Background: an optimization exercise with open tools, aiming at small area, a short achievable clock period and few clock cycles. Do not read the settings as production practice. Function was checked by simulation only, so behaviour that the tests miss may differ from the original. The clock port is modelled as an ideal driver; clocking choices that lean on that would not hold on a real chip. Power is estimated from default activity; no workload was simulated.

==> design.v <==
`timescale 1ns / 1ps
module vit_comb(i_data, dec);
input [15:0] i_data;
output [5:0] dec;
  wire new_n23, new_n24, new_n25, new_n26, new_n27, new_n28, new_n29,
    new_n30, new_n31, new_n32, new_n33, new_n34, new_n35, new_n36, new_n37,
    new_n38, new_n39, new_n40, new_n41, new_n42, new_n43, new_n44, new_n45,
    new_n46, new_n47, new_n48, new_n49, new_n50, new_n51, new_n52, new_n53,
    new_n54, new_n55, new_n56, new_n57, new_n58, new_n59, new_n60, new_n61,
    new_n62, new_n63, new_n64, new_n65, new_n66, new_n67, new_n68, new_n69,
    new_n70, new_n71, new_n72, new_n73, new_n74, new_n75, new_n76, new_n77,
    new_n78, new_n79, new_n80, new_n81, new_n82, new_n83, new_n84, new_n85,
    new_n86, new_n87, new_n88, new_n89, new_n90, new_n91, new_n92, new_n93,
    new_n94, new_n95, new_n96, new_n97, new_n98, new_n99, new_n100,
    new_n101, new_n102, new_n103, new_n104, new_n105, new_n106, new_n107,
    new_n108, new_n109, new_n110, new_n111, new_n112, new_n113, new_n114,
    new_n115, new_n116, new_n117, new_n118, new_n119, new_n120, new_n121,
    new_n122, new_n123, new_n124, new_n126, new_n127, new_n128, new_n129,
    new_n130, new_n131, new_n132, new_n133, new_n134, new_n135, new_n136,
    new_n137, new_n138, new_n139, new_n140, new_n141, new_n142, new_n144,
    new_n145, new_n146, new_n147, new_n148, new_n149, new_n150, new_n151,
    new_n152, new_n153, new_n154, new_n155, new_n157, new_n158, new_n159,
    new_n160, new_n161, new_n162, new_n163, new_n164, new_n165, new_n166,
    new_n167, new_n168, new_n169, new_n170, new_n171, new_n173, new_n174,
    new_n175, new_n176, new_n177, new_n178, new_n179, new_n180, new_n181,
    new_n183, new_n184, new_n185, new_n186, new_n187, new_n188, new_n189,
    new_n190, new_n191;
  assign new_n23 = ~i_data[14] & i_data[15];
  assign new_n24 = i_data[14] & ~i_data[15];
  assign new_n25 = ~new_n23 & ~new_n24;
  assign new_n26 = ~i_data[12] & new_n25;
  assign new_n27 = i_data[12] & ~new_n25;
  assign new_n28 = ~new_n26 & ~new_n27;
  assign new_n29 = ~i_data[10] & i_data[11];
  assign new_n30 = i_data[10] & ~i_data[11];
  assign new_n31 = ~new_n29 & ~new_n30;
  assign new_n32 = ~new_n28 & new_n31;
  assign new_n33 = new_n28 & ~new_n31;
  assign new_n34 = ~new_n32 & ~new_n33;
  assign new_n35 = ~i_data[12] & i_data[13];
  assign new_n36 = i_data[12] & ~i_data[13];
  assign new_n37 = ~new_n35 & ~new_n36;
  assign new_n38 = ~i_data[9] & i_data[11];
  assign new_n39 = i_data[9] & ~i_data[11];
  assign new_n40 = ~new_n38 & ~new_n39;
  assign new_n41 = ~new_n37 & new_n40;
  assign new_n42 = new_n37 & ~new_n40;
  assign new_n43 = ~new_n41 & ~new_n42;
  assign new_n44 = ~i_data[6] & i_data[7];
  assign new_n45 = i_data[6] & ~i_data[7];
  assign new_n46 = ~new_n44 & ~new_n45;
  assign new_n47 = ~new_n43 & new_n46;
  assign new_n48 = new_n43 & ~new_n46;
  assign new_n49 = ~new_n47 & ~new_n48;
  assign new_n50 = ~new_n34 & ~new_n49;
  assign new_n51 = ~i_data[10] & new_n37;
  assign new_n52 = i_data[10] & ~new_n37;
  assign new_n53 = ~new_n51 & ~new_n52;
  assign new_n54 = ~new_n34 & ~new_n53;
  assign new_n55 = ~i_data[8] & i_data[9];
  assign new_n56 = i_data[8] & ~i_data[9];
  assign new_n57 = ~new_n55 & ~new_n56;
  assign new_n58 = new_n34 & new_n57;
  assign new_n59 = ~new_n54 & ~new_n58;
  assign new_n60 = ~i_data[5] & i_data[7];
  assign new_n61 = i_data[5] & ~i_data[7];
  assign new_n62 = ~new_n60 & ~new_n61;
  assign new_n63 = ~new_n59 & new_n62;
  assign new_n64 = new_n59 & ~new_n62;
  assign new_n65 = ~new_n63 & ~new_n64;
  assign new_n66 = ~new_n50 & new_n65;
  assign new_n67 = ~i_data[10] & new_n57;
  assign new_n68 = i_data[10] & ~new_n57;
  assign new_n69 = ~new_n67 & ~new_n68;
  assign new_n70 = ~new_n37 & new_n69;
  assign new_n71 = new_n37 & ~new_n69;
  assign new_n72 = ~new_n70 & ~new_n71;
  assign new_n73 = ~new_n34 & ~new_n72;
  assign new_n74 = ~new_n46 & ~new_n73;
  assign new_n75 = ~new_n43 & new_n73;
  assign new_n76 = ~new_n74 & ~new_n75;
  assign new_n77 = ~i_data[4] & new_n76;
  assign new_n78 = i_data[4] & ~new_n76;
  assign new_n79 = ~new_n77 & ~new_n78;
  assign new_n80 = ~new_n66 & ~new_n79;
  assign new_n81 = ~i_data[0] & ~i_data[1];
  assign new_n82 = ~new_n80 & ~new_n81;
  assign new_n83 = new_n49 & new_n73;
  assign new_n84 = ~i_data[0] & ~new_n83;
  assign new_n85 = ~i_data[2] & i_data[3];
  assign new_n86 = i_data[2] & ~i_data[3];
  assign new_n87 = ~new_n85 & ~new_n86;
  assign new_n88 = ~new_n83 & ~new_n87;
  assign new_n89 = ~i_data[4] & i_data[5];
  assign new_n90 = i_data[4] & ~i_data[5];
  assign new_n91 = ~new_n89 & ~new_n90;
  assign new_n92 = ~i_data[3] & new_n91;
  assign new_n93 = i_data[3] & ~new_n91;
  assign new_n94 = ~new_n92 & ~new_n93;
  assign new_n95 = ~new_n88 & ~new_n94;
  assign new_n96 = ~new_n84 & ~new_n95;
  assign new_n97 = ~new_n82 & ~new_n96;
  assign new_n98 = ~new_n83 & ~new_n91;
  assign new_n99 = ~i_data[6] & new_n59;
  assign new_n100 = i_data[6] & ~new_n59;
  assign new_n101 = ~new_n99 & ~new_n100;
  assign new_n102 = ~new_n50 & new_n101;
  assign new_n103 = new_n91 & ~new_n102;
  assign new_n104 = ~new_n98 & ~new_n103;
  assign new_n105 = new_n65 & new_n83;
  assign new_n106 = new_n104 & ~new_n105;
  assign new_n107 = new_n87 & ~new_n106;
  assign new_n108 = ~i_data[3] & new_n104;
  assign new_n109 = ~new_n83 & new_n91;
  assign new_n110 = ~new_n102 & ~new_n109;
  assign new_n111 = ~new_n50 & new_n110;
  assign new_n112 = ~new_n80 & ~new_n111;
  assign new_n113 = ~new_n108 & new_n112;
  assign new_n114 = ~new_n107 & new_n113;
  assign new_n115 = ~i_data[2] & new_n105;
  assign new_n116 = ~i_data[3] & ~new_n115;
  assign new_n117 = ~new_n80 & new_n116;
  assign new_n118 = new_n111 & new_n117;
  assign new_n119 = i_data[0] & i_data[1];
  assign new_n120 = ~new_n81 & new_n105;
  assign new_n121 = new_n79 & new_n120;
  assign new_n122 = ~new_n119 & ~new_n121;
  assign new_n123 = ~new_n118 & new_n122;
  assign new_n124 = ~new_n114 & new_n123;
  assign dec[0] = ~new_n97 & ~new_n124;
  assign new_n126 = ~new_n65 & new_n104;
  assign new_n127 = ~i_data[2] & ~i_data[3];
  assign new_n128 = ~new_n126 & new_n127;
  assign new_n129 = new_n110 & ~new_n112;
  assign new_n130 = ~new_n128 & new_n129;
  assign new_n131 = i_data[2] & i_data[3];
  assign new_n132 = ~new_n126 & new_n131;
  assign new_n133 = ~new_n130 & ~new_n132;
  assign new_n134 = ~dec[0] & ~new_n133;
  assign new_n135 = new_n85 & ~new_n104;
  assign new_n136 = new_n50 & ~new_n79;
  assign new_n137 = new_n110 & ~new_n136;
  assign new_n138 = new_n65 & new_n104;
  assign new_n139 = new_n86 & ~new_n138;
  assign new_n140 = ~new_n137 & ~new_n139;
  assign new_n141 = ~new_n135 & ~new_n140;
  assign new_n142 = dec[0] & new_n141;
  assign dec[1] = new_n134 | new_n142;
  assign new_n144 = ~i_data[4] & dec[0];
  assign new_n145 = i_data[4] & ~dec[0];
  assign new_n146 = ~new_n144 & ~new_n145;
  assign new_n147 = ~new_n98 & dec[1];
  assign new_n148 = ~new_n103 & ~new_n109;
  assign new_n149 = ~dec[1] & new_n148;
  assign new_n150 = ~new_n147 & ~new_n149;
  assign new_n151 = new_n146 & new_n150;
  assign new_n152 = new_n74 & ~new_n111;
  assign new_n153 = ~new_n104 & new_n152;
  assign new_n154 = ~new_n75 & ~new_n153;
  assign new_n155 = ~new_n150 & new_n154;
  assign dec[2] = ~new_n151 & ~new_n155;
  assign new_n157 = ~new_n50 & new_n57;
  assign new_n158 = ~new_n54 & ~new_n157;
  assign new_n159 = ~i_data[6] & ~new_n83;
  assign new_n160 = ~new_n158 & ~new_n159;
  assign new_n161 = i_data[6] & ~dec[1];
  assign new_n162 = ~i_data[7] & dec[2];
  assign new_n163 = i_data[7] & ~dec[2];
  assign new_n164 = ~new_n162 & ~new_n163;
  assign new_n165 = dec[1] & new_n164;
  assign new_n166 = ~new_n161 & ~new_n165;
  assign new_n167 = ~new_n160 & ~new_n166;
  assign new_n168 = ~i_data[6] & new_n158;
  assign new_n169 = ~new_n161 & ~new_n168;
  assign new_n170 = ~new_n83 & ~new_n169;
  assign new_n171 = ~new_n164 & new_n170;
  assign dec[3] = new_n167 | new_n171;
  assign new_n173 = ~new_n57 & ~dec[3];
  assign new_n174 = new_n57 & dec[3];
  assign new_n175 = ~new_n173 & ~new_n174;
  assign new_n176 = ~new_n73 & new_n175;
  assign new_n177 = ~new_n33 & ~new_n176;
  assign new_n178 = ~i_data[8] & dec[2];
  assign new_n179 = i_data[8] & ~dec[2];
  assign new_n180 = ~new_n178 & ~new_n179;
  assign new_n181 = new_n175 & new_n180;
  assign dec[4] = ~new_n177 & ~new_n181;
  assign new_n183 = ~i_data[10] & ~dec[3];
  assign new_n184 = i_data[10] & dec[3];
  assign new_n185 = ~new_n183 & ~new_n184;
  assign new_n186 = ~new_n31 & dec[4];
  assign new_n187 = new_n31 & ~dec[4];
  assign new_n188 = ~new_n186 & ~new_n187;
  assign new_n189 = new_n185 & ~new_n188;
  assign new_n190 = new_n34 & ~new_n37;
  assign new_n191 = new_n188 & new_n190;
  assign dec[5] = new_n189 | new_n191;
endmodule
module viterbi_decoder(sys_clk,rst,en,i_data,o_data,o_done);
input sys_clk,rst,en;
input [15:0] i_data;
output [7:0] o_data;
output o_done;
reg done;
reg [5:0] q;
wire [5:0] dec;
vit_comb U0 (.i_data(i_data), .dec(dec));
always @(posedge sys_clk or negedge rst)
    if (rst == 0) done <= 1'b0;
    else if (en) done <= 1'b1;
always @(posedge sys_clk)
    if (!done) q <= dec;
assign o_done = done;
assign o_data = {q, 2'b00};
endmodule
==> flow/run.sh <==
#!/bin/bash
set -euo pipefail
PB="BUFFER_PORTS_ARGS=-buffer_cell sky130_fd_sc_hd__buf_2"
bash standard.sh "$PB" cts > make_cts.log 2>&1
export ORFS_RESULTS="$PWD/orfs/results/${FLOW_PLATFORM}/viterbi_decoder/base"
openroad -no_init -exit flow/resize_step.tcl > resize.log 2>&1
bash standard.sh "$PB" finish > make_finish.log 2>&1
==> flow/resize.tcl <==
proc obj {} {
  set a 0.0
  foreach inst [[ord::get_db_block] getInsts] {
    set m [$inst getMaster]
    if {[$m getType] eq "CORE"} { set a [expr {$a + [$m getWidth] * [$m getHeight]}] }
  }
  set a [expr {$a / 1e6}]
  set ws [sta::worst_slack_cmd max]
  set ws [expr {[sta::time_sta_ui $ws]}]
  return [list [expr {$a * ($::period - $ws)}] $a $ws]
}
set ::period $::env(FLOW_PERIOD_NS)
set ::dont_use {}
if {[info exists ::env(DONT_USE_CELLS)]} { set ::dont_use $::env(DONT_USE_CELLS) }
set lib_cells {}
proc family {name} {
  if {[regexp {^(sky130_fd_sc_hd__[a-z0-9]+)_([0-9]+)$} $name -> base n]} { return $base }
  return ""
}
set cands {}
set orig_master [dict create]
foreach inst [[ord::get_db_block] getInsts] {
  set m [$inst getMaster]
  set n [$m getName]
  if {[$m getType] ne "CORE"} { continue }
  if {[regexp {df|clkbuf|clkinv|conb|tap|fill|decap|dly} $n]} { continue }
  set f [family $n]
  if {$f eq ""} { continue }
  set alts {}
  foreach lc [get_lib_cells ${f}_*] {
    set ln [get_name $lc]
    if {[family $ln] ne $f || $ln eq $n} { continue }
    if {[regexp {lpflow|probe} $ln] || [lsearch $::dont_use $ln] >= 0} { continue }
    lappend alts $ln
  }
  if {[llength $alts]} { lappend cands [list [$inst getName] $alts]; dict set orig_master [$inst getName] $n }
}
set best [obj]
puts "resize: start obj [lindex $best 0] area [lindex $best 1] slack [lindex $best 2], [llength $cands] candidates"
for {set pass 0} {$pass < 4} {incr pass} {
  set changed 0
  foreach c $cands {
    set iname [lindex $c 0]
    set inst [[ord::get_db_block] findInst $iname]
    set cur [[$inst getMaster] getName]
    set keep $cur
    foreach alt [concat [lindex $c 1] $cur] {
      if {$alt eq $cur} { continue }
      replace_cell [get_cells $iname] [get_lib_cells $alt]
      set o [obj]
      if {[lindex $o 0] < [lindex $best 0] - 1e-6 && [lindex $o 2] >= 0} {
        set best $o; set keep $alt
      }
      replace_cell [get_cells $iname] [get_lib_cells $keep]
    }
    if {$keep ne $cur} { incr changed; set c [list $iname [lindex $c 1]] }
  }
  puts "resize: pass $pass changed $changed obj [lindex $best 0] area [lindex $best 1] slack [lindex $best 2]"
  if {$changed == 0} break
}
foreach c $cands {
  set iname [lindex $c 0]
  set now [[[[ord::get_db_block] findInst $iname] getMaster] getName]
  if {$now ne [dict get $orig_master $iname]} { puts "resize: $iname [dict get $orig_master $iname] -> $now" }
}
==> flow/resize_step.tcl <==
# Runs between ORFS's cts and grt steps: reads the post-CTS database, sizes
# the logic gates with flow/resize.tcl, legalises the placement and writes the
# database back for the rest of the standard flow.
set res $::env(ORFS_RESULTS)
read_db $res/4_cts.odb
read_liberty $::env(FLOW_HOME)/platforms/sky130hd/lib/sky130_fd_sc_hd__tt_025C_1v80.lib
read_sdc $res/4_cts.sdc
source $::env(FLOW_HOME)/platforms/sky130hd/setRC.tcl
estimate_parasitics -placement
source [file join [file dirname [info script]] resize.tcl]
detailed_placement
check_placement -verbose
estimate_parasitics -placement
puts "resize: after legalisation area/slack [obj]"
write_db $res/4_cts.odb
==> standard.sh <==
#!/bin/bash
# synth_recipe.tcl (not shown) runs the flow's synth.tcl, then flattens the netlist and writes it again
# the make line also repeats each setting of config.mk as NAME=value (left out here)
make -C /OpenROAD-flow-scripts/flow DESIGN_CONFIG=/design/flow/config.mk WORK_HOME=/design/flow/orfs CLKGATE_MAP_FILE= SYNTH_SCRIPT=/design/flow/synth_recipe.tcl "${@:-finish}"
==> config.mk <==
export PLATFORM = sky130hd
export DESIGN_NAME = viterbi_decoder
export DESIGN_NICKNAME = viterbi_decoder
export VERILOG_FILES = /design/flow/design.v
export SDC_FILE = /design/flow/constraint.sdc
export NUM_CORES = 4
export LEC_CHECK = 0
export ABC_AREA = 1
export CAP_MARGIN = 20
export CORE_AREA = 2 2 68 68
export CTS_BUF_LIST = sky130_fd_sc_hd__clkbuf_2
export DIE_AREA = 0 0 70 70
export SLEW_MARGIN = 20
==> constraint.sdc <==
create_clock -name core_clock -period 5.0 [get_ports {sys_clk}]
set_input_delay 1.0000 -clock core_clock [delete_from_list [all_inputs] [get_ports {sys_clk}]]
set_output_delay 1.0000 -clock core_clock [all_outputs]
set_load 0.01 [all_outputs]
==> summary.md, run 1 <==
| Metric | Value |
|---|---|
| DR iter-0 viols | `51` |
| WL final | `2510 microns` |
| First-pass GRT wire length | `4330 microns` |
| Internal Pwr Total | `0.000179 W` |
| Netlist cell types | `26` |
| Critical path class | `in2reg` |
| Largest net degree at the start of global routing | `8` |
| Yosys reg bits | `7` |
| Synth top area cells | `nand2_1 19%, edfxtp_1 16%, nand3_1 13%` |
| Grt ovf | `0` |
| Power density cells | `281 nW/um^2` |
| EDFF count, synth | `6` |
| Comb power frac | `0.688` |
| Final nets | `239` |
| Fillers | `521` |
| Gr usage total | `0.106` |
| Sequential area share after synthesis | `0.177` |
| Place WS | `0.719 ns` |
| Clock buffer count from CTS | `3` |
| Initial Util | `0.273` |
| Vias in the first global route | `1072` |
| CP Launch Type | `input port` |
| Layout area overhead | `10.4%` |
| Initial antenna violation count | `0` |
| Clk_skew | `0.000213 ns` |
| Max cap viols | `0` |
| VDD IR-drop max | `62.3 uV` |
| TritonCTS sink count | `7` |
| N_diodes | `0` |
| Crit Path Max Fanout | `7` |
| Final Cycle Share | `0.810` |
| Post-Syn Area | `1160 sq um` |
| DRT met1 WL | `1140 microns` |
| Status | `complete, no violations` |
| Synth warnings | `1` |
| Final ANT Viol Nets | `0` |
| TNS Setup | `0 ns` |
| Core Box Area | `4260 sq um` |
| Met2 wire length | `1230 microns` |
| Multi-input gate area | `801 sq um` |
| 1st-pass router iterations | `4` |
| CP Data Required Time | `4.99 ns` |
| Clock H-tree levels | `1` |
| Static Leak | `0.672 nW` |
| Hold-fix buffers, CTS | `0` |
| Clock latency (worst-skew pair) | `0.23 ns` |
| Clock power share | `0.114` |
| Synth top area share | `0.187` |
| Fin crit period | `4.05 ns` |
| Area of the die | `4900 sq um` |
| Syn Area/Cell | `6.25 sq um` |
| GP Congestion | `0.906` |
| Top FF cell, synth | `edfxtp_1` |
| Slew Limit Fails | `0` |
| # resized after CTS | `0` |
| Crit-path max cell delay | `0.37 ns` |
| RSZ-0062 raised after global routing | `no` |
| Area leader, netlist | `nand2_1` |
| DRC Markers | `0` |
| Sw Ratio | `0.504` |
| Most frequent CP cell | `nand2_1` |
| Hold Slack | `0.524 ns` |
| Reg power frac | `0.198` |
| Via count | `1221` |
| Fmax | `247 MHz` |
| Site Rows | `24` |
| Setup violators final | `0` |
| Hold Crit Class | `in2async` |
| Clock Pin Slew Worst Setup and Hold Paths | `0.07 ns` |
| Reg area | `205 sq um` |
| Psw | `0.000182 W` |
| Drt wl/cell | `9.44 microns` |
| Die X | `70 microns` |
| Number of I/O port buffers | `25` |
| Via density | `4.59` |
| Hold Fails Final Rpt | `0` |
| Syn Inst Count | `186` |
| CP Data Arrival Time | `4.04 ns` |
| Post-CTS setup buffers | `0` |
| Clock Tree Buf Depth | `2` |
| Most instantiated cells after synthesis | `58 x nand2_1, 30 x nand3_1, 24 x inv_1` |
| Share of post-route cells with drive strength above 1 | `0.126` |
| Met3 WL | `127 microns` |
| Final WS setup | `0.948 ns` |
| CTS Root Cell | `clkbuf_2` |
| Detailed placement HPWL | `2190 microns` |
| Die height | `70 microns` |
| CP endpoint kind | `flip-flop` |
| Io pins | `28` |
| Uppermost layer routed | `met4` |
| FF-to-FF setup slack | `4.10 ns` |
| Asr flop ratio synth | `0.143` |
| Most frequent cell after synthesis | `nand2_1` |
| CTS tree | `done` |
| Slowest cell on crit path | `ha_2` |
==> power groups by stage <==
stage	logic [W]	clock network, W	registers, W
detailed placement	0.000269	0	0.0000726
finish	0.000248	0.0000411	0.0000713
floorplan	0.000220	0	0.0000726
global route	0.000285	0.0000468	0.0000712
global placement	0.000267	0	0.0000726
CTS	0.000270	0.0000443	0.0000713
==> critical path: cells and delay by family <==
family | cells | cell delay, ns
buffers and inverters | 4 | 0.30
XOR/XNOR | 1 | 0.21
AO/OA/AOI/OAI | 1 | 0.14
AND/OR/NAND/NOR | 22 | 2.01
adder cells (fa/ha/maj) | 1 | 0.37
==> placed cells by master, fill, tap and decap left out, types with 2 or more instances in the layout <==
cell type / count
a21oi_1: 2
buf_1: 23
buf_2: 2
clkbuf_2: 4
conb_1: 2
edfxtp_1: 6
ha_1: 4
inv_1: 14
inv_2: 10
nand2_1: 71
nand2_2: 4
nand3_1: 36
nand3b_1: 2
nand4_1: 2
nor2_1: 2
nor2_2: 2
o21ai_0: 4
o21ai_1: 4
xnor2_1: 5
xor2_1: 5
==> logic make-up (layout without fill, tap and decap cells) <==
family | count (synthesis) | in the layout | share of synthesized area
other cells | 1 | 2 | 0.00323
fa+ha+maj | 5 | 5 | 0.0538
simple gates | 124 | 124 | 0.531
flops | 7 | 7 | 0.177
buf+inv | 27 | 54 | 0.0936
compound gates | 11 | 11 | 0.0527
xor+xnor | 11 | 11 | 0.0893
==> registers in the layout, indices dropped and copies added (netlist names) <==
signal and cells:
done 1, q 6
==> per-layer routing <==
layer	vias to the layer above	global-route usage
met5	-	0
met1	543	0.130
li1	654	-
met2	22	0.183
met3	2	0.0144
met4	0	0.0491
==> stage by stage <==
stage,total power (W),utilization,cells,cell area (sq um)
after global routing,0.000403,0.301,266,1280
after floorplan,0.000292,-,187,1170
after detailed placement,0.000341,0.315,262,1340
after CTS,0.000385,0.319,266,1360
final,0.000360,0.301,266,1280
after global placement,0.000340,0.315,262,1340
==> final timing paths <==
path / start / to / cells after the start
worst max register to register: done$_DFFE_PN0P_ / q[0]$_DFFE_PN_ / 1
worst min-delay path: rst / done$_DFFE_PN0P_ / 1
max in group asynchronous: rst / done$_DFFE_PN0P_ / 1
worst max-delay path: i_data[11] / q[5]$_DFFE_PN_ / 29
worst min register to register: done$_DFFE_PN0P_ / done$_DFFE_PN0P_ / 1
min in group core_clock: done$_DFFE_PN0P_ / done$_DFFE_PN0P_ / 1
==> cell type report <==
cell class                      instances  area share
Inverter                               25      0.0750
Clock buffer                            4      0.0156
Timing Repair Buffer                   25      0.0750
Sequential cell                         7       0.160
Tap cell                               52      0.0507
Multi-Input combinational cell        153       0.624
Testbench counts, summed over its fixed seeds: cycles 3,200.
==> inputs of run 2 (changes only) <==
--- a/flow/resize.tcl
+++ b/flow/resize.tcl
@@ -1,4 +1,5 @@
 proc obj {} {
+  estimate_parasitics -placement
   set a 0.0
   foreach inst [[ord::get_db_block] getInsts] {
     set m [$inst getMaster]
--- a/flow/resize_step.tcl
+++ b/flow/resize_step.tcl
@@ -12,4 +12,9 @@
 check_placement -verbose
 estimate_parasitics -placement
 puts "resize: after legalisation area/slack [obj]"
+# a second round on the legalised placement
+source [file join [file dirname [info script]] resize.tcl]
+detailed_placement
+check_placement -verbose
+puts "resize: after second legalisation area/slack [obj]"
 write_db $res/4_cts.odb
==> summary.md, run 2 <==
| Metric | Value |
|---|---|
| Most instantiated cells after synthesis | `58 x nand2_1, 30 x nand3_1, 24 x inv_1` |
| EDFF count, synth | `6 (unchanged)` |
| Hold-fix buffers, CTS | `0 (unchanged)` |
| Final core occ | `0.298 (-0.00293)` |
| N_diodes | `0 (unchanged)` |
| Final nets | `239 (unchanged)` |
| Static Leak | `0.678 nW (+0.91%)` |
| Yosys reg bits | `7 (unchanged)` |
| Reg area | `205 sq um (unchanged)` |
| First-pass GRT wire length | `4280 microns (-0.97%)` |
| Die height | `70 microns (unchanged)` |
| DR iter-0 viols | `73 (+43%)` |
| CTS tree | `done` |
| Asr flop ratio synth | `0.143 (unchanged)` |
| Clock latency (worst-skew pair) | `0.23 ns (about the same)` |
| Hold Crit Class | `reg2reg` |
| Drt wl/cell | `9.29 microns (-1.6%)` |
| Io pins | `28 (unchanged)` |
| Clock buffer count from CTS | `3 (unchanged)` |
| Most frequent cell after synthesis | `nand2_1` |
| Most frequent CP cell | `nand2_1` |
| FF-to-FF path depth | `1 (unchanged)` |
| Sw Ratio | `0.503 (-0.00145)` |
| DRC Markers | `0 (unchanged)` |
| Placed cell areas | `1340 sq um (unchanged)` |
| Post-Syn Area | `1160 sq um (unchanged)` |
| GP Congestion | `0.906 (unchanged)` |
| Largest net degree at the start of global routing | `8 (unchanged)` |
| Area of the die | `4900 sq um (unchanged)` |
| Most frequent cells in the layout | `70 x nand2_1, 35 x nand3_1, 23 x buf_1` |
| Site Rows | `24 (unchanged)` |
| 1st-pass router iterations | `4 (unchanged)` |
| Multi-input gate area | `788 sq um (-1.6%)` |
| Gr usage total | `0.106 (-0.000600)` |
| VDD IR-drop max | `60.0 uV (-3.6%)` |
| Core Box Area | `4260 sq um (unchanged)` |
| Critical path class | `in2reg` |
| Top reg by flops | `q` |
| Crit-path max cell delay | `0.35 ns (-0.02 ns)` |
| CTS Root Cell | `clkbuf_2` |
| Hold Path Depth | `1` |
| Clock Tree Buf Depth | `2 (unchanged)` |
| Power, Total | `0.000357 W (-1.1%)` |
| Sequential area share after synthesis | `0.177 (unchanged)` |
| Clock H-tree levels | `1 (unchanged)` |
| Syn Area/Cell | `6.25 sq um (unchanged)` |
| RSZ-0062 raised after global routing | `no` |
| Max cap viols | `0 (unchanged)` |
| CP endpoint kind | `flip-flop` |
| CP Data Arrival Time | `3.97 ns (-0.07 ns)` |
| Fmax | `251 MHz (+1.7%)` |
| Psw | `0.000179 W (-1.4%)` |
| Internal Pwr Total | `0.000177 W (-0.79%)` |
| CP Launch Type | `input port` |
| # resized after CTS | `0 (unchanged)` |
| Number of I/O port buffers | `25 (unchanged)` |
| Clock power share | `0.116 (+0.002)` |
| Detailed placement HPWL | `2190 microns (unchanged)` |
| WL final | `2470 microns (-1.6%)` |
| Crit Path Max Fanout | `7 (unchanged)` |
| Most common cell after layout, fill and taps aside | `nand2_1` |
| Status | `complete, no violations` |
| Post-CTS setup buffers | `0 (unchanged)` |
| Reg power frac | `0.200 (+0.002)` |
| Grt ovf | `0 (unchanged)` |
| Layout area overhead | `9.36%` |
| TNS Setup | `0 ns (unchanged)` |
| Clk_skew | `0.00292 ns (+0.00271 ns)` |
| Slew Limit Fails | `0 (unchanged)` |
| Top FF cell, synth | `edfxtp_1` |
| Initial Util | `0.273 (unchanged)` |
| Share of post-route cells with drive strength above 1 | `0.107 (-0.0187)` |
| Clock Pin Slew Worst Setup and Hold Paths | `0.07 ns (about the same)` |
| Power density cells | `280 nW/um^2 (-0.11%)` |
| Fillers | `523 (+0.38%)` |
| Top Registers | `q x6, done x1` |
| Netlist cell types | `26 (unchanged)` |
| Die X | `70 microns (unchanged)` |
| Synth warnings | `1 (unchanged)` |
| Max reg flops | `6 (unchanged)` |
| Hold Slack | `0.512 ns (-0.0116 ns)` |
| Area leader, netlist | `nand2_1` |
| Comb power frac | `0.685 (-0.003)` |
| Fin crit period | `3.98 ns (-0.0692 ns)` |
| Cell area after layout | `1270 sq um (-0.97%)` |
| Vias in the first global route | `1053 (-1.8%)` |
| Final ANT Viol Nets | `0 (unchanged)` |
| Hold Fails Final Rpt | `0 (unchanged)` |
| Via count | `1196 (-2.0%)` |
| Via density | `4.50 (-2.0%)` |
| Setup violators final | `0 (unchanged)` |
| Synth top area cells | `nand2_1 19%, edfxtp_1 16%, nand3_1 13%` |
| Final Cycle Share | `0.797 (-0.0138)` |
| TritonCTS sink count | `7 (unchanged)` |
| CP Data Required Time | `4.99 ns (about the same)` |
| Slowest cell on crit path | `ha_1` |
| Synth top area share | `0.187 (unchanged)` |
| Syn Inst Count | `186 (unchanged)` |
| Initial antenna violation count | `0 (unchanged)` |
==> run 2: cell counts after synthesis <==
No cell type changed its count.
==> run 2: metrics by stage <==
step | instances | worst slack (ns)
global route | 266 | 0.626
finish | 266 | 1.02
CTS | 266 | 0.976
detailed placement | 262 | 0.719
floorplan | 187 | 1.25
global placement | 262 | 0.754
==> run 2: worst max-delay path: cells and delay by family <==
family                   cells  cell delay, ns
AO/OA/AOI/OAI                1            0.13
XOR/XNOR                     1            0.21
adder cells (fa/ha/maj)      1            0.35
buffers and inverters        4            0.31
AND/OR/NAND/NOR             22            1.95
==> run 2: power by group through the flow <==
stage | clock, W | combinational, W | sequential (W)
after floorplan | 0 | 0.000220 | 0.0000726
after global placement | 0 | 0.000267 | 0.0000726
after detailed placement | 0 | 0.000269 | 0.0000726
after CTS | 0.0000443 | 0.000270 | 0.0000713
after global routing | 0.0000468 | 0.000282 | 0.0000712
final | 0.0000412 | 0.000244 | 0.0000713
==> run 2: worst paths after layout <==
path,from,endpoint,slack [ns]
worst min-delay path,done$_DFFE_PN0P_,done$_DFFE_PN0P_,0.51
worst max-delay path,i_data[11],q[5]$_DFFE_PN_,1.02
worst min register to register,done$_DFFE_PN0P_,done$_DFFE_PN0P_,0.51
min in group asynchronous,rst,done$_DFFE_PN0P_,0.53
worst max register to register,done$_DFFE_PN0P_,q[4]$_DFFE_PN_,4.11
max in group asynchronous,rst,done$_DFFE_PN0P_,4.37
==> run 2: layer usage <==
metal  global-route usage  wire [microns]
met1                0.131            1160
met2                0.180            1190
met3               0.0144             111
met4               0.0491              10
met5                    0               0
==> run 2: layout make-up <==
class                           instances  area share
Timing Repair Buffer                   25      0.0758
Inverter                               25      0.0758
Clock buffer                            4      0.0157
Tap cell                               52      0.0512
Multi-Input combinational cell        153       0.620
Sequential cell                         7       0.161
==> run 2: cell families (layout without fill, tap and decap cells) <==
logic type                 Yosys count  after routing  share of synthesized area
AOI/OAI and AO/OA                   11             11                     0.0527
xor gates and xnor gates            11             11                     0.0893
adders and majority gates            5              5                     0.0538
buffers and inverters               27             54                     0.0936
DFF                                  7              7                      0.177
other                                1              2                    0.00323
and+or+nand+nor                    124            124                      0.531
==> inputs of run 3 (changes only) <==
==> flow/run.sh (replaced) <==
#!/bin/bash
set -euo pipefail
PB="BUFFER_PORTS_ARGS=-buffer_cell sky130_fd_sc_hd__buf_2"
bash standard.sh "ADDER_MAP_FILE=" "$PB" cts > make_cts.log 2>&1
export ORFS_RESULTS="$PWD/orfs/results/${FLOW_PLATFORM}/viterbi_decoder/base"
openroad -no_init -exit flow/resize_step.tcl > resize.log 2>&1
bash standard.sh "ADDER_MAP_FILE=" "$PB" finish > make_finish.log 2>&1
==> summary.md, run 3 <==
| Metric | Value |
|---|---|
| Status | `complete, no violations` |
| WL final | `2510 microns (+1.7%)` |
| Most common cell after layout, fill and taps aside | `nand2_1` |
| # resized after CTS | `0 (unchanged)` |
| Share of post-route cells with drive strength above 1 | `0.111 (+0.00363)` |
| Grt ovf | `0 (unchanged)` |
| Clock Tree Buf Depth | `2 (unchanged)` |
| Drt wl/cell | `9.08 microns (-2.3%)` |
| HP Start | `done$_DFFE_PN0P_` |
| CTS tree | `done` |
| CTS Root Cell | `clkbuf_2` |
| FF-to-FF path depth | `1 (unchanged)` |
| Crit-path max cell delay | `0.42 ns (+0.07 ns)` |
| Hold Path Depth | `1 (unchanged)` |
| Static Leak | `0.687 nW (+1.3%)` |
| Clk_skew | `0.00349 ns (+0.000571 ns)` |
| Most instantiated cells after synthesis | `59 x nand2_1, 45 x nand3_1, 30 x inv_1` |
| Clock Pin Slew Worst Setup and Hold Paths | `0.07 ns (about the same)` |
| Hold Fails Final Rpt | `0 (unchanged)` |
| Syn Inst Count | `198 (+6.5%)` |
| Area leader, netlist | `nand3_1` |
| CP Data Required Time | `4.98 ns (about the same)` |
| Core Box Area | `4260 sq um (unchanged)` |
| EDFF count, synth | `6 (unchanged)` |
| Final nets | `245 (+2.5%)` |
| Sw Ratio | `0.492 (-0.0106)` |
| Final ANT Viol Nets | `0 (unchanged)` |
| Die X | `70 microns (unchanged)` |
| CP endpoint kind | `flip-flop` |
| 1st-pass router iterations | `4 (unchanged)` |
| Hold-fix buffers, CTS | `0 (unchanged)` |
| Placed cell areas | `1330 sq um (-0.56%)` |
| Most frequent cells in the layout | `62 x nand2_1, 51 x nand3_1, 26 x inv_1` |
| Top reg by flops | `q` |
| Clock buffer count from CTS | `3 (unchanged)` |
| Synth warnings | `1 (unchanged)` |
| Cell area after layout | `1270 sq um (-0.39%)` |
| Internal Pwr Total | `0.000167 W (-5.8%)` |
| Fillers | `514 (-1.7%)` |
| Asr flop ratio synth | `0.143 (unchanged)` |
| Initial Util | `0.273 (+0.000880)` |
| Hold Crit Class | `reg2reg` |
| Slowest cell on crit path | `xnor2_1` |
| Initial antenna violation count | `0 (unchanged)` |
| Max cap viols | `0 (unchanged)` |
| GP Congestion | `0.833 (-8.0%)` |
| Via count | `1246 (+4.2%)` |
| Power density cells | `260 nW/um^2 (-7.4%)` |
| Most frequent cell after synthesis | `nand2_1` |
| Post-CTS setup buffers | `0 (unchanged)` |
| Top Registers | `q x6, done x1` |
| Layout area overhead | `8.58%` |
| Syn Area/Cell | `5.89 sq um (-5.8%)` |
| DR iter-0 viols | `41 (-44%)` |
| CP Data Arrival Time | `3.88 ns (-0.09 ns)` |
| Fin crit period | `3.90 ns (-0.0788 ns)` |
| Die height | `70 microns (unchanged)` |
| Fmax | `256 MHz (+2.0%)` |
| Reg power frac | `0.214 (+0.014)` |
| Setup violators final | `0 (unchanged)` |
| Vias in the first global route | `1115 (+5.9%)` |
| Largest net degree at the start of global routing | `8 (unchanged)` |
| TritonCTS sink count | `7 (unchanged)` |
| First-pass GRT wire length | `4500 microns (+5.0%)` |
| Number of I/O port buffers | `25 (unchanged)` |
| Clock power share | `0.121 (+0.005)` |
| Crit path from | `i_data[9]` |
| Final Cycle Share | `0.781 (-0.0158)` |
| Clock H-tree levels | `1 (unchanged)` |
| VDD IR-drop max | `54.4 uV (-9.4%)` |
| Comb power frac | `0.665 (-0.020)` |
| Post-Syn Area | `1170 sq um (+0.32%)` |
| Critical path class | `in2reg` |
| Top FF cell, synth | `edfxtp_1` |
| Sequential area share after synthesis | `0.176 (-0.000568)` |
| Via density | `4.50 (about the same)` |
| Slew Limit Fails | `0 (unchanged)` |
| Synth top area share | `0.193 (+0.00583)` |
| Max reg flops | `6 (unchanged)` |
| DRC Markers | `0 (unchanged)` |
| Area of the die | `4900 sq um (unchanged)` |
| Psw | `0.000162 W (-9.7%)` |
| Clock latency (worst-skew pair) | `0.22 ns (about the same)` |
| Yosys reg bits | `7 (unchanged)` |
| CP Launch Type | `input port` |
| Detailed placement HPWL | `2230 microns (+1.7%)` |
| Most frequent CP cell | `nand2_1` |
| N_diodes | `0 (unchanged)` |
| Site Rows | `24 (unchanged)` |
| Reg-to-reg startpoint | `done$_DFFE_PN0P_` |
| Gr usage total | `0.107 (+0.00183)` |
| TNS Setup | `0 ns (unchanged)` |
| Crit Path Max Fanout | `5 (-2)` |
| Netlist cell types | `25 (-3.8%)` |
| Io pins | `28 (unchanged)` |
| Synth top area cells | `nand3_1 19%, nand2_1 19%, edfxtp_1 15%` |
| RSZ-0062 raised after global routing | `no` |
[run 3: cell count changes in the layout (fill, tap and decap cells not counted), moves of 4 or more]
| cell | change |
|---|---|
| nand2_2 | +6 |
| o21ai_0 | -4 |
| ha_1 | -5 |
| inv_1 | +8 |
| nand2_1 | -8 |
| nand3_1 | +16 |
| nor2_1 | +7 |
[run 3: cell type report]
type | count | area (sq um) | share of cell area
Multi-Input combinational cell | 158 | 764 | 0.604
Sequential cell | 7 | 205 | 0.162
Inverter | 31 | 116 | 0.0919
Clock buffer | 4 | 20.0 | 0.0158
Tap cell | 52 | 65.1 | 0.0514
Timing Repair Buffer | 25 | 95.1 | 0.0751
[run 3: kinds of logic after synthesis]
logic type	after synthesis	share of synthesized area
AND/OR/NAND/NOR	140	0.587
AO/OA/AOI/OAI	7	0.0376
buffers and inverters	34	0.122
other	1	0.00322
flip-flops	7	0.176
XOR/XNOR	9	0.0740
[run 3: power by group through the flow]
stage                     logic [W]  registers (W)  clock network (W)
final                      0.000219      0.0000704          0.0000397
after global routing       0.000254      0.0000703          0.0000441
after CTS                  0.000237      0.0000704          0.0000419
after detailed placement   0.000237      0.0000717                  0
after global placement     0.000235      0.0000717                  0
after floorplan            0.000194      0.0000717                  0
[run 3: per-stage QoR]
stage	hold WS [ns]	total power, W	util	cells	worst slack, ns
2_1_floorplan	0.532	0.000266	-	199	1.41
3_3_place_gp	0.477	0.000306	0.313	273	0.946
3_5_place_dp	0.485	0.000308	0.313	273	0.879
4_1_cts	0.503	0.000350	0.317	277	1.10
5_1_grt	0.516	0.000368	0.297	277	0.638
6_report	0.499	0.000329	0.297	277	1.10
[run 3: worst max-delay path, delay by kind of cell]
kind | cells | cell delay (ns)
and+or+nand+nor | 26 | 2.21
xor gates and xnor gates | 1 | 0.42
buffers and inverters | 2 | 0.27
[run 3: worst paths after layout]
check	end	slack, ns
min in group asynchronous	done$_DFFE_PN0P_	0.53
max in group asynchronous	done$_DFFE_PN0P_	4.37
max	q[5]$_DFFE_PN_	1.10
max reg2reg	q[5]$_DFFE_PN_	4.12
min reg2reg	done$_DFFE_PN0P_	0.50
min	done$_DFFE_PN0P_	0.50
[run 3: metal layers]
metal | global-route usage | wire, microns | vias up
met4 | 0.0256 | 0 | 0
met2 | 0.180 | 1130 | 18
li1 | - | - | 683
met1 | 0.149 | 1300 | 545
met3 | 0.0101 | 80 | 0
met5 | 0 | 0 | -
==> inputs of run 4 (changes only) <==
==> flow/run.sh (replaced) <==
#!/bin/bash
set -euo pipefail
PB="BUFFER_PORTS_ARGS=-buffer_cell sky130_fd_sc_hd__buf_2"
bash standard.sh "$PB" cts > make_cts.log 2>&1
export ORFS_RESULTS="$PWD/orfs/results/${FLOW_PLATFORM}/viterbi_decoder/base"
openroad -no_init -exit flow/resize_step.tcl > resize.log 2>&1
bash standard.sh "$PB" finish > make_finish.log 2>&1
==> flow/perturb.tcl (new file) <==
expr {srand(12345)}
proc config_get {} {
  set d [dict create]
  foreach c $::cands { set n [lindex $c 0]; dict set d $n [[[[ord::get_db_block] findInst $n] getMaster] getName] }
  return $d
}
proc config_set {d} {
  dict for {n m} $d {
    if {[[[[ord::get_db_block] findInst $n] getMaster] getName] ne $m} { replace_cell [get_cells $n] [get_lib_cells $m] }
  }
}
proc greedy {maxpass} {
  for {set pass 0} {$pass < $maxpass} {incr pass} {
    set changed 0
    foreach c $::cands {
      set iname [lindex $c 0]
      set inst [[ord::get_db_block] findInst $iname]
      set cur [[$inst getMaster] getName]
      set keep $cur
      foreach alt [lindex $c 1] {
        if {$alt eq $cur} { continue }
        replace_cell [get_cells $iname] [get_lib_cells $alt]
        set o [obj]
        if {[lindex $o 0] < [lindex $::best 0] - 1e-6 && [lindex $o 2] >= 0} { set ::best $o; set keep $alt }
        replace_cell [get_cells $iname] [get_lib_cells $keep]
      }
      if {$keep ne $cur} { incr changed }
    }
    if {$changed == 0} break
  }
}
set bestcfg [config_get]; set bestobj $best
for {set r 0} {$r < $::env(RESIZE_ROUNDS)} {incr r} {
  foreach c $cands {
    if {rand() < 0.1} {
      set alts [lindex $c 1]
      set alt [lindex $alts [expr {int(rand() * [llength $alts])}]]
      set n [lindex $c 0]
      if {[[[[ord::get_db_block] findInst $n] getMaster] getName] ne $alt} { replace_cell [get_cells $n] [get_lib_cells $alt] }
    }
  }
  set best [obj]
  greedy 3
  if {[lindex $best 0] < [lindex $bestobj 0] - 1e-6 && [lindex $best 2] >= 0} {
    set bestobj $best; set bestcfg [config_get]
    puts "resize: round $r improved obj [lindex $best 0] area [lindex $best 1] slack [lindex $best 2]"
  } else {
    config_set $bestcfg; set best $bestobj
    puts "resize: round $r no gain ([lindex $best 0])"
  }
}
config_set $bestcfg
set best [obj]
puts "resize: perturbation done obj [lindex $best 0] area [lindex $best 1] slack [lindex $best 2]"
--- a/flow/resize.tcl
+++ b/flow/resize.tcl
@@ -34,7 +34,7 @@
     if {[regexp {lpflow|probe} $ln] || [lsearch $::dont_use $ln] >= 0} { continue }
     lappend alts $ln
   }
-  if {[llength $alts]} { lappend cands [list [$inst getName] $alts]; dict set orig_master [$inst getName] $n }
+  if {[llength $alts]} { lappend cands [list [$inst getName] [concat $alts $n]]; dict set orig_master [$inst getName] $n }
 }
 set best [obj]
 puts "resize: start obj [lindex $best 0] area [lindex $best 1] slack [lindex $best 2], [llength $cands] candidates"
--- a/flow/resize_step.tcl
+++ b/flow/resize_step.tcl
@@ -8,6 +8,8 @@
 source $::env(FLOW_HOME)/platforms/sky130hd/setRC.tcl
 estimate_parasitics -placement
 source [file join [file dirname [info script]] resize.tcl]
+set ::env(RESIZE_ROUNDS) 6
+source [file join [file dirname [info script]] perturb.tcl]
 detailed_placement
 check_placement -verbose
 estimate_parasitics -placement
==> summary.md, run 4 <==
| Metric | Value |
|---|---|
| Yosys reg bits | `7 (unchanged)` |
| Grt ovf | `0 (unchanged)` |
| Final Cycle Share | `0.783 (+0.00273)` |
| Vias in the first global route | `1072 (-3.9%)` |
| Clock H-tree levels | `1 (unchanged)` |
| Sw Ratio | `0.507 (+0.0148)` |
| Reg power frac | `0.195 (-0.019)` |
| Clk_skew | `0.00294 ns (-0.000556 ns)` |
| Top FF cell, synth | `edfxtp_1` |
| Placed Cells | `262 (-4.0%)` |
| Clock buffer count from CTS | `3 (unchanged)` |
| Site Rows | `24 (unchanged)` |
| Clock Pin Slew Worst Setup and Hold Paths | `0.07 ns (about the same)` |
| Clock power share | `0.113 (-0.008)` |
| Die height | `70 microns (unchanged)` |
| GP Congestion | `0.906 (+8.7%)` |
| WL final | `2500 microns (-0.68%)` |
| Detailed placement HPWL | `2190 microns (-1.6%)` |
| Placed cell areas | `1340 sq um (+0.56%)` |
| Reg area | `205 sq um (unchanged)` |
| CTS tree | `done` |
| Crit Path Max Fanout | `7 (+2)` |
| CP Data Arrival Time | `3.90 ns (+0.02 ns)` |
| 1st-pass router iterations | `4 (unchanged)` |
| Comb power frac | `0.693 (+0.028)` |
| CTS Root Cell | `clkbuf_2` |
| Io pins | `28 (unchanged)` |
| Hold Path Depth | `1 (unchanged)` |
| Syn Area/Cell | `6.25 sq um (+6.1%)` |
| Most frequent cells in the layout | `67 x nand2_1, 33 x nand3_1, 23 x buf_1` |
| Power density cells | `283 nW/um^2 (+9.1%)` |
| Internal Pwr Total | `0.000180 W (+8.0%)` |
| Cell area after layout | `1290 sq um (+2.0%)` |
| WHS Endpoint | `done$_DFFE_PN0P_` |
| Status | `complete, no violations` |
| Psw | `0.000185 W (+15%)` |
| Synth top area share | `0.187 (-0.00583)` |
| Slew Limit Fails | `0 (unchanged)` |
| Post-Syn Area | `1160 sq um (-0.32%)` |
| Number of I/O port buffers | `25 (unchanged)` |
| Initial Util | `0.273 (-0.000880)` |
| Crit-path max cell delay | `0.32 ns (-0.10 ns)` |
| Area of the die | `4900 sq um (unchanged)` |
| Clock Tree Buf Depth | `2 (unchanged)` |
| Top Registers | `q x6, done x1` |
| FF-to-FF setup slack | `4.11 ns (about the same)` |
| # resized after CTS | `0 (unchanged)` |
| Sequential area share after synthesis | `0.177 (+0.000568)` |
| Syn Inst Count | `186 (-6.1%)` |
| CP Launch Type | `input port` |
| Final nets | `239 (-2.4%)` |
| Power, Total | `0.000366 W (+11%)` |
| Hold Slack | `0.513 ns (+0.0146 ns)` |
| EDFF count, synth | `6 (unchanged)` |
| Final Non-Filler Cells | `266 (-4.0%)` |
| Fmax | `255 MHz (-0.35%)` |
| VDD IR-drop max | `59.3 uV (+9.1%)` |
| R2r endpoint | `q[4]$_DFFE_PN_` |
| N_diodes | `0 (unchanged)` |
| Slowest cell on crit path | `ha_1` |
| Fin crit period | `3.92 ns (+0.0136 ns)` |
| Share of post-route cells with drive strength above 1 | `0.145 (+0.0337)` |
| Synth top area cells | `nand2_1 19%, edfxtp_1 16%, nand3_1 13%` |
| DRC Markers | `0 (unchanged)` |
| Core Box Area | `4260 sq um (unchanged)` |
| Fillers | `517 (+0.58%)` |
| TritonCTS sink count | `7 (unchanged)` |
| RSZ-0062 raised after global routing | `no` |
| Static Leak | `0.679 nW (-1.1%)` |
| DR iter-0 viols | `55 (+34%)` |
| Via count | `1212 (-2.7%)` |
| Top reg by flops | `q` |
| Hold Fails Final Rpt | `0 (unchanged)` |
| First-pass GRT wire length | `4360 microns (-3.1%)` |
| TNS Setup | `0 ns (unchanged)` |
| CP endpoint kind | `flip-flop` |
| Most instantiated cells after synthesis | `58 x nand2_1, 30 x nand3_1, 24 x inv_1` |
| Hold-fix buffers, CTS | `0 (unchanged)` |
| Max cap viols | `0 (unchanged)` |
| FF-to-FF path depth | `1 (unchanged)` |
| Netlist cell types | `26 (+4.0%)` |
| Via density | `4.56 (+1.3%)` |
| Post-CTS setup buffers | `0 (unchanged)` |
| Asr flop ratio synth | `0.143 (unchanged)` |
| Area leader, netlist | `nand2_1` |
| Most frequent CP cell | `nand2_1` |
| Max reg flops | `6 (unchanged)` |
| Most common cell after layout, fill and taps aside | `nand2_1` |
| Most frequent cell after synthesis | `nand2_1` |
| Die X | `70 microns (unchanged)` |
| Initial antenna violation count | `0 (unchanged)` |
| Drt wl/cell | `9.39 microns (+3.4%)` |
| HP Start | `done$_DFFE_PN0P_` |
| Critical path class | `in2reg` |
| Clock latency (worst-skew pair) | `0.23 ns (about the same)` |
| Reg-to-reg startpoint | `done$_DFFE_PN0P_` |
| Gr usage total | `0.107 (about the same)` |
| Final ANT Viol Nets | `0 (unchanged)` |
| CP Data Required Time | `4.99 ns (about the same)` |
| Layout area overhead | `11.1%` |
| Synth warnings | `1 (unchanged)` |
| Largest net degree at the start of global routing | `8 (unchanged)` |
| Hold Crit Class | `reg2reg` |
| Setup violators final | `0 (unchanged)` |
| Multi-input gate area | `811 sq um (+6.1%)` |
[run 4: cell count changes in the layout (fill, tap and decap cells not counted), sizes merged, moves of 2 or more]
cell   before  now
nand3      52   37
xnor2       4    6
inv        31   25
a21oi       0    2
ha          0    5
and2        0    2
nand2      73   75
o21ai       5    8
nor2       12    5
[run 4: layout make-up]
class	instances	share of cell area
inverters	25	0.0727
well taps	52	0.0504
clock buffers	4	0.0155
flip-flops and latches	7	0.159
repair buffers	25	0.0746
multi-input cells	153	0.628
[run 4: metrics by stage]
step | util | worst slack, ns
finish | 0.303 | 1.08
global route | 0.303 | 0.686
CTS | 0.319 | 0.976
detailed placement | 0.315 | 0.719
global placement | 0.315 | 0.754
floorplan | - | 1.25
[run 4: per-layer routing]
metal  share of wire  track usage
met5               0            0
met4          0.0040       0.0491
met3           0.046       0.0144
met2            0.49        0.185
met1            0.46        0.132
[run 4: how the worst max path moves through the flow]
stage                from        endpoint  slack (ns)
6_report       i_data[11]  q[5]$_DFFE_PN_        1.08
2_1_floorplan  i_data[11]  q[5]$_DFFE_PN_        1.25
4_1_cts        i_data[11]  q[5]$_DFFE_PN_        0.98
3_3_place_gp   i_data[11]  q[5]$_DFFE_PN_        0.75
5_1_grt        i_data[14]  q[5]$_DFFE_PN_        0.69
3_5_place_dp   i_data[11]  q[5]$_DFFE_PN_        0.72
[run 4: cells by family (layout without fill, tap and decap cells)]
| group | after synthesis | in the layout | share of synthesized area |
|---|---|---|---|
| other cells | 1 | 2 | 0.00323 |
| simple gates | 124 | 124 | 0.531 |
| xor+xnor | 11 | 11 | 0.0893 |
| compound gates | 11 | 11 | 0.0527 |
| buf+inv | 27 | 54 | 0.0936 |
| fa+ha+maj | 5 | 5 | 0.0538 |
| flops | 7 | 7 | 0.177 |
[run 4: worst max-delay path: cells and delay by family]
family	cells	cell delay, ns
and+or+nand+nor	22	1.84
buffers and inverters	3	0.32
adders and majority gates	1	0.32
xor gates and xnor gates	1	0.22
AOI/OAI and AO/OA	1	0.21
[run 4: power groups by stage]
stage / clock network [W] / registers, W / logic (W)
after floorplan: 0 / 0.0000726 / 0.000220
after global placement: 0 / 0.0000726 / 0.000267
after detailed placement: 0 / 0.0000726 / 0.000269
after CTS: 0.0000443 / 0.0000713 / 0.000270
after global routing: 0.0000468 / 0.0000712 / 0.000292
final: 0.0000412 / 0.0000713 / 0.000253
==> inputs of run 5 (changes only) <==
==> flow/run.sh (replaced) <==
#!/bin/bash
# The standard layout (the standard.sh, standard synthesis unchanged),
# except that the port buffers are made from sky130_fd_sc_hd__buf_2 instead of
# the delay cell that buffer_ports picks by default. Every port still gets
# one buffer. The make output goes to make_finish.log; ORFS's own per-step
# logs are under orfs/logs/.
set -euo pipefail
bash standard.sh "BUFFER_PORTS_ARGS=-buffer_cell sky130_fd_sc_hd__buf_2" finish > make_finish.log 2>&1
removed: flow/perturb.tcl
removed: flow/resize.tcl
removed: flow/resize_step.tcl
==> summary.md, run 5 <==
| Metric | Value |
|---|---|
| Initial antenna violation count | `0 (unchanged)` |
| Asr flop ratio synth | `0.143 (unchanged)` |
| Syn Inst Count | `186 (unchanged)` |
| Gr usage total | `0.107 (-0.000900)` |
| Area leader, netlist | `nand2_1` |
| Largest net degree at the start of global routing | `8 (unchanged)` |
| CP Data Required Time | `4.99 ns (about the same)` |
| Final nets | `239 (unchanged)` |
| TritonCTS sink count | `7 (unchanged)` |
| Clock buffer count from CTS | `3 (unchanged)` |
| WL final | `2460 microns (-1.4%)` |
| Hold Fails Final Rpt | `0 (unchanged)` |
| # resized after CTS | `0 (unchanged)` |
| Final ANT Viol Nets | `0 (unchanged)` |
| Crit-path max cell delay | `0.31 ns (about the same)` |
| Die height | `70 microns (unchanged)` |
| Fmax | `247 MHz (-3.3%)` |
| Drt wl/cell | `9.26 microns (-1.4%)` |
| Io pins | `28 (unchanged)` |
| CP endpoint kind | `flip-flop` |
| Synth warnings | `1 (unchanged)` |
| Clock H-tree levels | `1 (unchanged)` |
| Max reg flops | `6 (unchanged)` |
| Slowest cell on crit path | `ha_1` |
| Crit Path Max Fanout | `7 (unchanged)` |
| Post-CTS setup buffers | `0 (unchanged)` |
| Vias in the first global route | `1058 (-1.3%)` |
| Status | `complete, no violations` |
| Clock latency (worst-skew pair) | `0.23 ns (about the same)` |
| Synth top area share | `0.187 (unchanged)` |
| Site Rows | `24 (unchanged)` |
| Netlist cell types | `26 (unchanged)` |
| Area of the die | `4900 sq um (unchanged)` |
| XOR/XNOR Fraction of Synth Area | `0.0893 (unchanged)` |
| Core Box Area | `4260 sq um (unchanged)` |
| Crit path max-delay family | `simple AND/OR/NAND/NOR gates` |
| Most frequent cell after synthesis | `nand2_1` |
| Clk_skew | `0.00189 ns (-0.00105 ns)` |
| Hold Crit Class | `reg2reg` |
| Most frequent cells in the layout | `58 x nand2_1, 30 x nand3_1, 25 x buf_2` |
| Top reg by flops | `q` |
| Final Cycle Share | `0.811 (+0.0271)` |
| VDD IR-drop max | `61.3 uV (+3.3%)` |
| Critical path class | `in2reg` |
| Synth top area cells | `nand2_1 19%, edfxtp_1 16%, nand3_1 13%` |
| Synth Area in Simple Gates | `0.531 (unchanged)` |
| N_diodes | `0 (unchanged)` |
| GP Congestion | `0.906 (unchanged)` |
| Hold-fix buffers, CTS | `0 (unchanged)` |
| Power density cells | `280 nW/um^2 (-1.3%)` |
| CP Data Arrival Time | `4.04 ns (+0.14 ns)` |
| Post-synthesis compound-gate area fraction | `0.0527 (unchanged)` |
| DRT met1 WL | `1140 microns (-0.96%)` |
| Detailed placement HPWL | `2190 microns (unchanged)` |
| Post-Syn Area | `1160 sq um (unchanged)` |
| Clock Tree Buf Depth | `2 (unchanged)` |
| Post-synthesis adder-cell area fraction | `0.0538 (unchanged)` |
| Via density | `4.55 (-0.17%)` |
| EDFF count, synth | `6 (unchanged)` |
| RSZ-0062 raised after global routing | `no` |
| Initial Util | `0.273 (unchanged)` |
| Most instantiated cells after synthesis | `58 x nand2_1, 30 x nand3_1, 24 x inv_1` |
| CTS tree | `done` |
| Place WS | `0.719 ns (unchanged)` |
| Static Leak | `0.759 nW (+12%)` |
| DRC Markers | `0 (unchanged)` |
| Most common cell after layout, fill and taps aside | `nand2_1` |
| Die X | `70 microns (unchanged)` |
| DR iter-0 viols | `55 (unchanged)` |
| Grt ovf | `0 (unchanged)` |
| Met3 WL | `123 microns (+7.0%)` |
| Uppermost layer routed | `met4` |
| CTS Root Cell | `clkbuf_2` |
| Fin crit period | `4.05 ns (+0.135 ns)` |
| Layout area overhead | `17.1%` |
| Yosys reg bits | `7 (unchanged)` |
| TNS Setup | `0 ns (unchanged)` |
| Final WS setup | `0.947 ns (-0.135 ns)` |
| Top Registers | `q x6, done x1` |
| Slew Limit Fails | `0 (unchanged)` |
| Syn Area/Cell | `6.25 sq um (unchanged)` |
| 1st-pass router iterations | `4 (unchanged)` |
| Clock Pin Slew Worst Setup and Hold Paths | `0.07 ns (about the same)` |
| Met2 wire length | `1190 microns (-2.5%)` |
| Largest family of logic cells by synthesized area | `simple AND/OR/NAND/NOR gates` |
| Via count | `1210 (-0.17%)` |
| Sequential area share after synthesis | `0.177 (unchanged)` |
| Number of I/O port buffers | `25 (unchanged)` |
| Worst Path Buf+Inv | `3 (unchanged)` |
| Setup violators final | `0 (unchanged)` |
| CP Launch Type | `input port` |
| Top FF cell, synth | `edfxtp_1` |
| Multiplexer share of the synthesized area | `0 (unchanged)` |
| Share of post-route cells with drive strength above 1 | `0.271 (+0.126)` |
| First-pass GRT wire length | `4330 microns (-0.78%)` |
| Max cap viols | `0 (unchanged)` |
run 5: cells by family (layout without fill, tap and decap cells):
group | Yosys count | after routing
AOI/OAI and AO/OA | 11 | 11
adders and majority gates | 5 | 5
xor gates and xnor gates | 11 | 11
buffers and inverters | 27 | 54
other | 1 | 2
and+or+nand+nor | 124 | 124
DFF | 7 | 7
run 5: power by group:
part	internal (W)	switching, W	total (W)	leakage, nW
clock	0.0000213	0.0000200	0.0000412	0.0166
combinational	0.0000949	0.000173	0.000268	0.679
sequential	0.0000713	0.0000000000000000000322	0.0000713	0.0631
run 5: worst paths after layout:
path | from | to | slack, ns | cells past startpoint
setup / recovery | i_data[11] | q[5]$_DFFE_PN_ | 0.95 | 26
hold / removal | done$_DFFE_PN0P_ | done$_DFFE_PN0P_ | 0.51 | 1
setup reg to reg | done$_DFFE_PN0P_ | q[4]$_DFFE_PN_ | 4.11 | 1
hold reg to reg | done$_DFFE_PN0P_ | done$_DFFE_PN0P_ | 0.51 | 1
max in group asynchronous | rst | done$_DFFE_PN0P_ | 4.38 | 1
min in group asynchronous | rst | done$_DFFE_PN0P_ | 0.53 | 1
run 5: final cells by class:
class | count | area (sq um)
multi-input cells | 153 | 852
fillers | 506 | 2900
well taps | 52 | 65.1
flip-flops and latches | 7 | 205
clock buffers | 4 | 20.0
repair buffers | 25 | 125
inverters | 25 | 93.8
run 5: per-stage QoR:
| stage | util | instance area (sq um) | hold slack, ns | cells | total power, W |
|---|---|---|---|---|---|
| after floorplan | - | 1170 | 0.532 | 187 | 0.000292 |
| after global placement | 0.315 | 1340 | 0.480 | 262 | 0.000340 |
| after detailed placement | 0.315 | 1340 | 0.510 | 262 | 0.000341 |
| after CTS | 0.319 | 1360 | 0.516 | 266 | 0.000385 |
| after global routing | 0.319 | 1360 | 0.513 | 266 | 0.000425 |
| final | 0.319 | 1360 | 0.511 | 266 | 0.000381 |
run 5: layer usage:
layer	GRT usage	vias to the layer above
li1	-	646
met1	0.134	534
met2	0.180	28
met3	0.0144	2
met4	0.0491	0
met5	0	-

## separate check: timing with driven ports
The results above use ideal ports. As a check the final layouts listed here were re-extracted and re-timed, cells and wires unchanged. Step 1: set_driving_cell puts a clkbuf_16 on sys_clk and a buf_2 on each other input, an assumption about the parent block. Step 2 moves the port delays by t, midway between the first and last clock arrival at a register: inputs arrive t later, outputs are due t later. That takes back most of the time a late clock gives input paths. a / b / c = ideal / step 1 / step 2; a / b = the first two.
run | t (ns) | setup WS [ns] | cell pins on the clock port's net
run 1 | 0.243 | 0.948 / 0.945 / 0.702 | 1
run 2 | 0.243 | 1.017 / 1.015 / 0.772 | 1
run 3 | 0.233 | 1.096 / 1.094 / 0.860 | 1
run 4 | 0.243 | 1.083 / 1.081 / 0.837 | 1
run 5 | 0.243 | 0.947 / 0.944 / 0.701 | 1
After both steps every run listed still meets setup and hold.
